This is an optimization exercise on Yosys and OpenROAD, whose aim is small area, not a production implementation.
Where RTL was checked, it was by simulation tests only, not by an equivalence proof against the original.

job 104:
==> flow/design.v <==
module rpn_debounce (
        input  logic clk, rst, PB,
        output logic pressed_pulse,
        output logic pressed_status
    );
    logic sync_aux, sync;
    logic [3:0] s;
    logic x, st12, st13, clr, hold;
    assign x    = s[3] & s[2];
    assign st12 = x & ~s[0];
    assign st13 = x & s[0];
    assign clr  = (~sync & ~st12) | st13;
    assign hold = sync & st12;
    always_ff @(posedge clk) begin
        if (rst) begin
            sync_aux <= 1'b0;
            sync     <= 1'b0;
            s        <= 4'd0;
        end else begin
            sync_aux <= PB;
            sync     <= sync_aux;
            if (clr)        s <= 4'd0;
            else if (!hold) s <= s + 4'd1;
        end
    end
    assign pressed_pulse  = s[3] & s[1] & s[0];
    assign pressed_status = st12;
endmodule
module rpn_fsm (
        input  logic clk, reset, enter_p, undo_p,
        output logic [7:0] st
    );
    localparam logic [2:0] WA = 3'd0, LA = 3'd4, WB = 3'd1, LB = 3'd5,
                           WO = 3'd2, LO = 3'd6, LR = 3'd7, SR = 3'd3;
    logic [2:0] s, n;
    always_comb begin
        n = s;
        case (s)
            WA: if (enter_p) n = LA;
            LA: n = WB;
            WB: if (enter_p) n = LB; else if (undo_p) n = WA;
            LB: n = WO;
            WO: if (enter_p) n = LO; else if (undo_p) n = WB;
            LO: n = LR;
            LR: n = SR;
            default: if (enter_p) n = WA; else if (undo_p) n = WO;
        endcase
    end
    always_ff @(posedge clk) begin
        if (reset) s <= WA;
        else       s <= n;
    end
    assign st = {s == SR, s == LR, s == LO, s == WO, s == LB, s == WB, s == LA, s == WA};
endmodule
module rpn_alu (
        input  logic clk, reset, ld_a, ld_b, ld_op, ld_res, show,
        input  logic [15:0] DataIn,
        output logic [3:0] Flags,
        output logic [15:0] R,
        output logic        r_ne_in
    );
    logic [15:0] A, B;
    logic [1:0]  Op;
    always_ff @(posedge clk) begin
        if (ld_a) A  <= DataIn;
        if (ld_b) B  <= DataIn;
        if (ld_op) Op <= DataIn[1:0];
    end
    logic [15:0] bx, g, p;
    logic [16:0] c;
    logic        sub;
    assign sub  = ~Op[1] & Op[0];
    assign bx   = B ^ {16{sub}};
    assign g    = A & bx;
    assign p    = A ^ bx;
    assign c[0] = sub;
    for (genvar i = 0; i < 16; i++) begin : g_add
        assign c[i+1] = g[i] | (p[i] & c[i]);
        assign R[i]   = Op[1] ? (Op[0] ? g[i] : (p[i] | g[i])) : (p[i] ^ c[i]);
    end
    logic cN, cZ, cC, cV;
    assign cN = R[15];
    assign cZ = (R == 16'd0);
    assign cC = ~Op[1] & c[16] & (~Op[0] | (B != 16'd0));
    assign cV = ~Op[1] & (c[16] ^ c[15]);
    always_ff @(posedge clk) begin
        if (reset)       Flags <= 4'd0;
        else if (ld_res) Flags <= {cN, cZ, cC, cV};
    end
    assign r_ne_in = (R != DataIn);
endmodule
module rpn_conv (
        input  logic clk, reset, ld_res, show, r_ne_in,
        input  logic [15:0] DataIn, R,
        output logic [15:0] disp,
        output logic [18:0] bcd,
        output logic        bcd_valid
    );
    logic [15:0] prev;
    assign disp = show ? prev : DataIn;
    always_ff @(posedge clk) begin
        if (reset)                prev <= 16'd0;
        else if (ld_res | show)   prev <= R;
        else                      prev <= DataIn;
    end
    logic u1;
    always_ff @(posedge clk) u1 <= ld_res & r_ne_in;
    logic update;
    assign update = show ? u1 : (prev != DataIn);
    logic [5:0] cnt;
    logic       t_wait, t_load;
    logic       cidle;
    assign cidle = (cnt == 6'd0);
    always_ff @(posedge clk) begin
        if (reset) begin
            t_wait <= 1'b0;
            t_load <= 1'b0;
            cnt    <= 6'd0;
        end else begin
            t_wait <= (~t_wait & update) | (t_wait & ~cidle);
            t_load <= t_wait & cidle;
            cnt    <= cnt + {5'd0, (~cidle | t_load)};
        end
    end
    logic [17:0] sh;
    logic        bit_in;
    logic [17:0] sh_a3;
    assign bit_in = cnt[5] & disp[~cnt[4:1]];
    function automatic logic [3:0] add3(input logic [3:0] d);
        add3[3] = d[3] | (d[2] & (d[1] | d[0]));
        add3[2] = (d[2] & ~d[1] & ~d[0]) | (d[3] & d[0]);
        add3[1] = (d[1] & ~d[2]) | (d[1] & d[0]) | (d[3] & ~d[0]);
        add3[0] = (~d[3] & ~d[2] & d[0]) | (d[2] & d[1] & ~d[0]) | (d[3] & ~d[0]);
    endfunction
    assign sh_a3 = {sh[17:16], add3(sh[15:12]), add3(sh[11:8]), add3(sh[7:4]), add3(sh[3:0])};
    always_ff @(posedge clk) begin
        if (cnt[5] & ~cnt[0]) sh <= sh_a3;
        else                  sh <= {sh[16:0], bit_in};
    end
    always_ff @(posedge clk) begin
        if (cnt == 6'd63) bcd <= {sh, disp[0]};
        if (reset)             bcd_valid <= 1'b0;
        else if (cnt == 6'd63) bcd_valid <= 1'b1;
    end
endmodule
module rpn_disp (
        input  logic clk, reset, fmt,
        input  logic [15:0] disp,
        input  logic [18:0] bcd,
        input  logic        bcd_valid,
        output logic [6:0] Segments,
        output logic [4:0] Anodes
    );
    logic [2:0] sel;
    always_ff @(posedge clk) begin
        if (reset) sel <= 3'd0;
        else       sel <= sel + 3'd1;
    end
    logic [3:0] hex_nib, bcd_nib, dig;
    always_comb begin
        case (sel[1:0])
            2'd0: hex_nib = disp[3:0];
            2'd1: hex_nib = disp[7:4];
            2'd2: hex_nib = disp[11:8];
            default: hex_nib = disp[15:12];
        endcase
        case (sel[1:0])
            2'd0: bcd_nib = bcd[3:0];
            2'd1: bcd_nib = bcd[7:4];
            2'd2: bcd_nib = bcd[11:8];
            default: bcd_nib = bcd[15:12];
        endcase
        if (sel[2]) bcd_nib = (sel[1:0] == 2'd0) ? {1'b0, bcd[18:16]} : 4'd0;
        if (fmt) dig = bcd_valid ? bcd_nib : 4'd0;
        else     dig = sel[2] ? 4'd0 : hex_nib;
    end
    always_comb begin
        case (dig)
            4'h0: Segments = 7'b100_0000;
            4'h1: Segments = 7'b111_1001;
            4'h2: Segments = 7'b010_0100;
            4'h3: Segments = 7'b011_0000;
            4'h4: Segments = 7'b001_1001;
            4'h5: Segments = 7'b001_0010;
            4'h6: Segments = 7'b000_0010;
            4'h7: Segments = 7'b111_1000;
            4'h8: Segments = 7'b000_0000;
            4'h9: Segments = 7'b001_1000;
            4'ha: Segments = 7'b000_1000;
            4'hb: Segments = 7'b000_0011;
            4'hc: Segments = 7'b100_0110;
            4'hd: Segments = 7'b010_0001;
            4'he: Segments = 7'b000_0110;
            default: Segments = 7'b000_1110;
        endcase
    end
    always_comb begin
        case (sel)
            3'd0: Anodes = 5'b11110;
            3'd1: Anodes = 5'b11101;
            3'd2: Anodes = 5'b11011;
            3'd3: Anodes = 5'b10111;
            3'd4: Anodes = 5'b01111;
            default: Anodes = 5'b11111;
        endcase
    end
endmodule
module Act3_RPCalculator #(parameter N_debouncer = 10) (
        input  logic        clk, resetN,
        input  logic        Enter, Undo, DisplayFormat,
        input  logic [15:0] DataIn,
        output logic [3:0]  Flags,
        output logic [7:0]  CurrentState,
        output logic [6:0]  Segments,
        output logic [4:0]  Anodes
    );
    logic reset_aux, reset;
    always_ff @(posedge clk) begin
        reset_aux <= ~resetN;
        reset     <= reset_aux;
    end
    logic enter_p, undo_p, fmt;
    rpn_debounce db_enter (.clk(clk), .rst(reset), .PB(Enter),
        .pressed_pulse(enter_p), .pressed_status());
    rpn_debounce db_undo  (.clk(clk), .rst(reset), .PB(Undo),
        .pressed_pulse(undo_p), .pressed_status());
    rpn_debounce db_fmt   (.clk(clk), .rst(reset), .PB(DisplayFormat),
        .pressed_pulse(), .pressed_status(fmt));
    logic [7:0] st;
    rpn_fsm fsm (.clk(clk), .reset(reset), .enter_p(enter_p), .undo_p(undo_p), .st(st));
    assign CurrentState = st;
    logic [15:0] disp, R;
    logic        r_ne_in;
    rpn_alu alu (.clk(clk), .reset(reset), .ld_a(st[1]), .ld_b(st[3]), .ld_op(st[5]),
        .ld_res(st[6]), .show(st[7]), .DataIn(DataIn), .Flags(Flags), .R(R), .r_ne_in(r_ne_in));
    logic [18:0] bcd;
    logic        bcd_valid;
    rpn_conv conv (.clk(clk), .reset(reset), .ld_res(st[6]), .show(st[7]), .r_ne_in(r_ne_in),
        .DataIn(DataIn), .R(R), .disp(disp), .bcd(bcd), .bcd_valid(bcd_valid));
    rpn_disp dsp (.clk(clk), .reset(reset), .fmt(fmt), .disp(disp), .bcd(bcd), .bcd_valid(bcd_valid),
        .Segments(Segments), .Anodes(Anodes));
endmodule
Settings: LEC_CHECK=0, ABC_AREA=1, CAP_MARGIN=20, CORE_MARGIN=2, CORE_UTILIZATION=60, CTS_BUF_LIST=sky130_fd_sc_hd__clkbuf_8, CTS_CLUSTER_DIAMETER=100, CTS_CLUSTER_SIZE=30, SLEW_MARGIN=20; clock period 7.0 ns.
standard.sh (not shown) runs the stock make flow with config.mk's settings and CLKGATE_MAP_FILE= SYNTH_SCRIPT=/design/flow/synth_recipe.tcl, a recipe that flattens the netlist after the stock synthesis.
==> flow/flow/run.sh <==
#!/bin/bash
# Own layout flow: the standard flow, with the combinational logic of the
# standard synthesis re-mapped by an area-oriented ABC script (no adder cells),
# and the smallest buffer on the ports. Registers (names, count, cell types)
# are those of the standard synthesis; the flow checks this before using the
# re-mapped netlist and falls back to the standard netlist otherwise.
set -euo pipefail
W=$(pwd)
R=$W/orfs/results/$FLOW_PLATFORM/Act3_RPCalculator/base

# 1. the standard synthesis (the reference for register names)
bash standard.sh synth > $W/std_synth.log 2>&1
cp $R/1_2_yosys.v $W/std_1_2_yosys.v

# 2. the same synthesis script with another ABC script and no adder mapping
rm -rf $W/own_scripts $W/own
cp -r $FLOW_HOME/scripts $W/own_scripts
cp $W/flow/abc_area.script $W/own_scripts/abc_area.script
make -C $FLOW_HOME DESIGN_CONFIG=$W/config.mk WORK_HOME=$W/own CLKGATE_MAP_FILE= \
    SYNTH_SCRIPT=$W/synth_recipe.tcl SCRIPTS_DIR=$W/own_scripts ABC_AREA=1 ADDER_MAP_FILE= \
    synth > $W/own_synth.log 2>&1 || true
OWN=$W/own/results/$FLOW_PLATFORM/Act3_RPCalculator/base/1_2_yosys.v

# 3. use it only if it has exactly the standard synthesis's registers
if [[ -f $OWN ]] && python3 $W/flow/check_regs.py $W/std_1_2_yosys.v $OWN > $W/check_regs.log 2>&1; then
    cp $OWN $R/1_2_yosys.v
    echo "using the re-mapped netlist" >> $W/check_regs.log
else
    echo "using the standard netlist" >> $W/check_regs.log
fi
rm -f $R/1_synth.odb $R/1_synth.sdc

# 4. the rest of the standard flow
bash standard.sh "BUFFER_PORTS_ARGS=-buffer_cell sky130_fd_sc_hd__buf_1" finish > $W/std_layout.log 2>&1
Other scripts of this flow, unchanged in this note and not shown: flow/flow/abc_area.script, flow/flow/check_regs.py
Input-level comparison between job 101 and job 104:
diff --git a/flow/design.v b/flow/design.v
--- a/flow/design.v
+++ b/flow/design.v
@@ -67,15 +67,20 @@
         if (ld_op) Op <= DataIn[1:0];
     end
-    logic [15:0] bx, g, p;
+    logic [15:0] bx, s;
     logic [16:0] c;
     logic        sub;
     assign sub  = ~Op[1] & Op[0];
     assign bx   = B ^ {16{sub}};
-    assign g    = A & bx;
-    assign p    = A ^ bx;
     assign c[0] = sub;
     for (genvar i = 0; i < 16; i++) begin : g_add
-        assign c[i+1] = g[i] | (p[i] & c[i]);
-        assign R[i]   = Op[1] ? (Op[0] ? g[i] : (p[i] | g[i])) : (p[i] ^ c[i]);
+        assign s[i]   = A[i] ^ bx[i] ^ c[i];
+        assign c[i+1] = (A[i] & bx[i]) | (c[i] & (A[i] | bx[i]));
+    end
+    always_comb begin
+        case (Op)
+            2'd0, 2'd1: R = s;
+            2'd2:       R = A | B;
+            default:    R = A & B;
+        endcase
     end
     logic cN, cZ, cC, cV;
@@ -100,7 +105,7 @@
     assign disp = show ? prev : DataIn;
     always_ff @(posedge clk) begin
-        if (reset)                prev <= 16'd0;
-        else if (ld_res | show)   prev <= R;
-        else                      prev <= DataIn;
+        if (reset)       prev <= 16'd0;
+        else if (ld_res) prev <= R;
+        else             prev <= disp;
     end
     logic u1;
--- outcome ---
- Having completed the whole flow, job 101 delivered a layout that passed the timing, DRC and antenna checks.
- Of job 104 and job 101, the run reporting the lower row count was job 104.
- Job 101 ended up with a higher count of inserted tapcells than job 104 did.
- On maximum frequency, job 104 and job 101 are basically level.
- Relative to job 104, final instance area has gone up in job 101.
- When job 101 is set beside job 104, its number of global-route vias before repair turns out to be about 6% larger.
- [job 101] post-synthesis area per instance fell about 1.6% relative to job 104
Only the layout flow was run in job 101; the RTL was not checked for function there.

==> port drivers added, routing unchanged <==
No port has a modelled driver above. Below, the same layouts with a new extraction and two added sets of constraints. Step 1 sets driving cells, clkbuf_16 on the clock port and buf_2 on the other inputs (assumed; they add their load-dependent delay and slew). Step 2 moves the port delays by t, midway between the first and last clock arrival at a register: inputs arrive t later, outputs are due t later. That takes back most of the time a late clock gives input paths. a / b / c = ideal / step 1 / step 2; a / b = the first two.
run	t, ns	setup slack, ns	worst setup path at the end	latest minus earliest clock arrival (ns)
job 104	0.455	0.961 / 0.958 / 0.961	register to register	0.011 / 0.012
job 101	0.474	0.970 / 0.936 / 1.368	input to output	0.009 / 0.009
After both steps setup and hold are still met in every run listed.
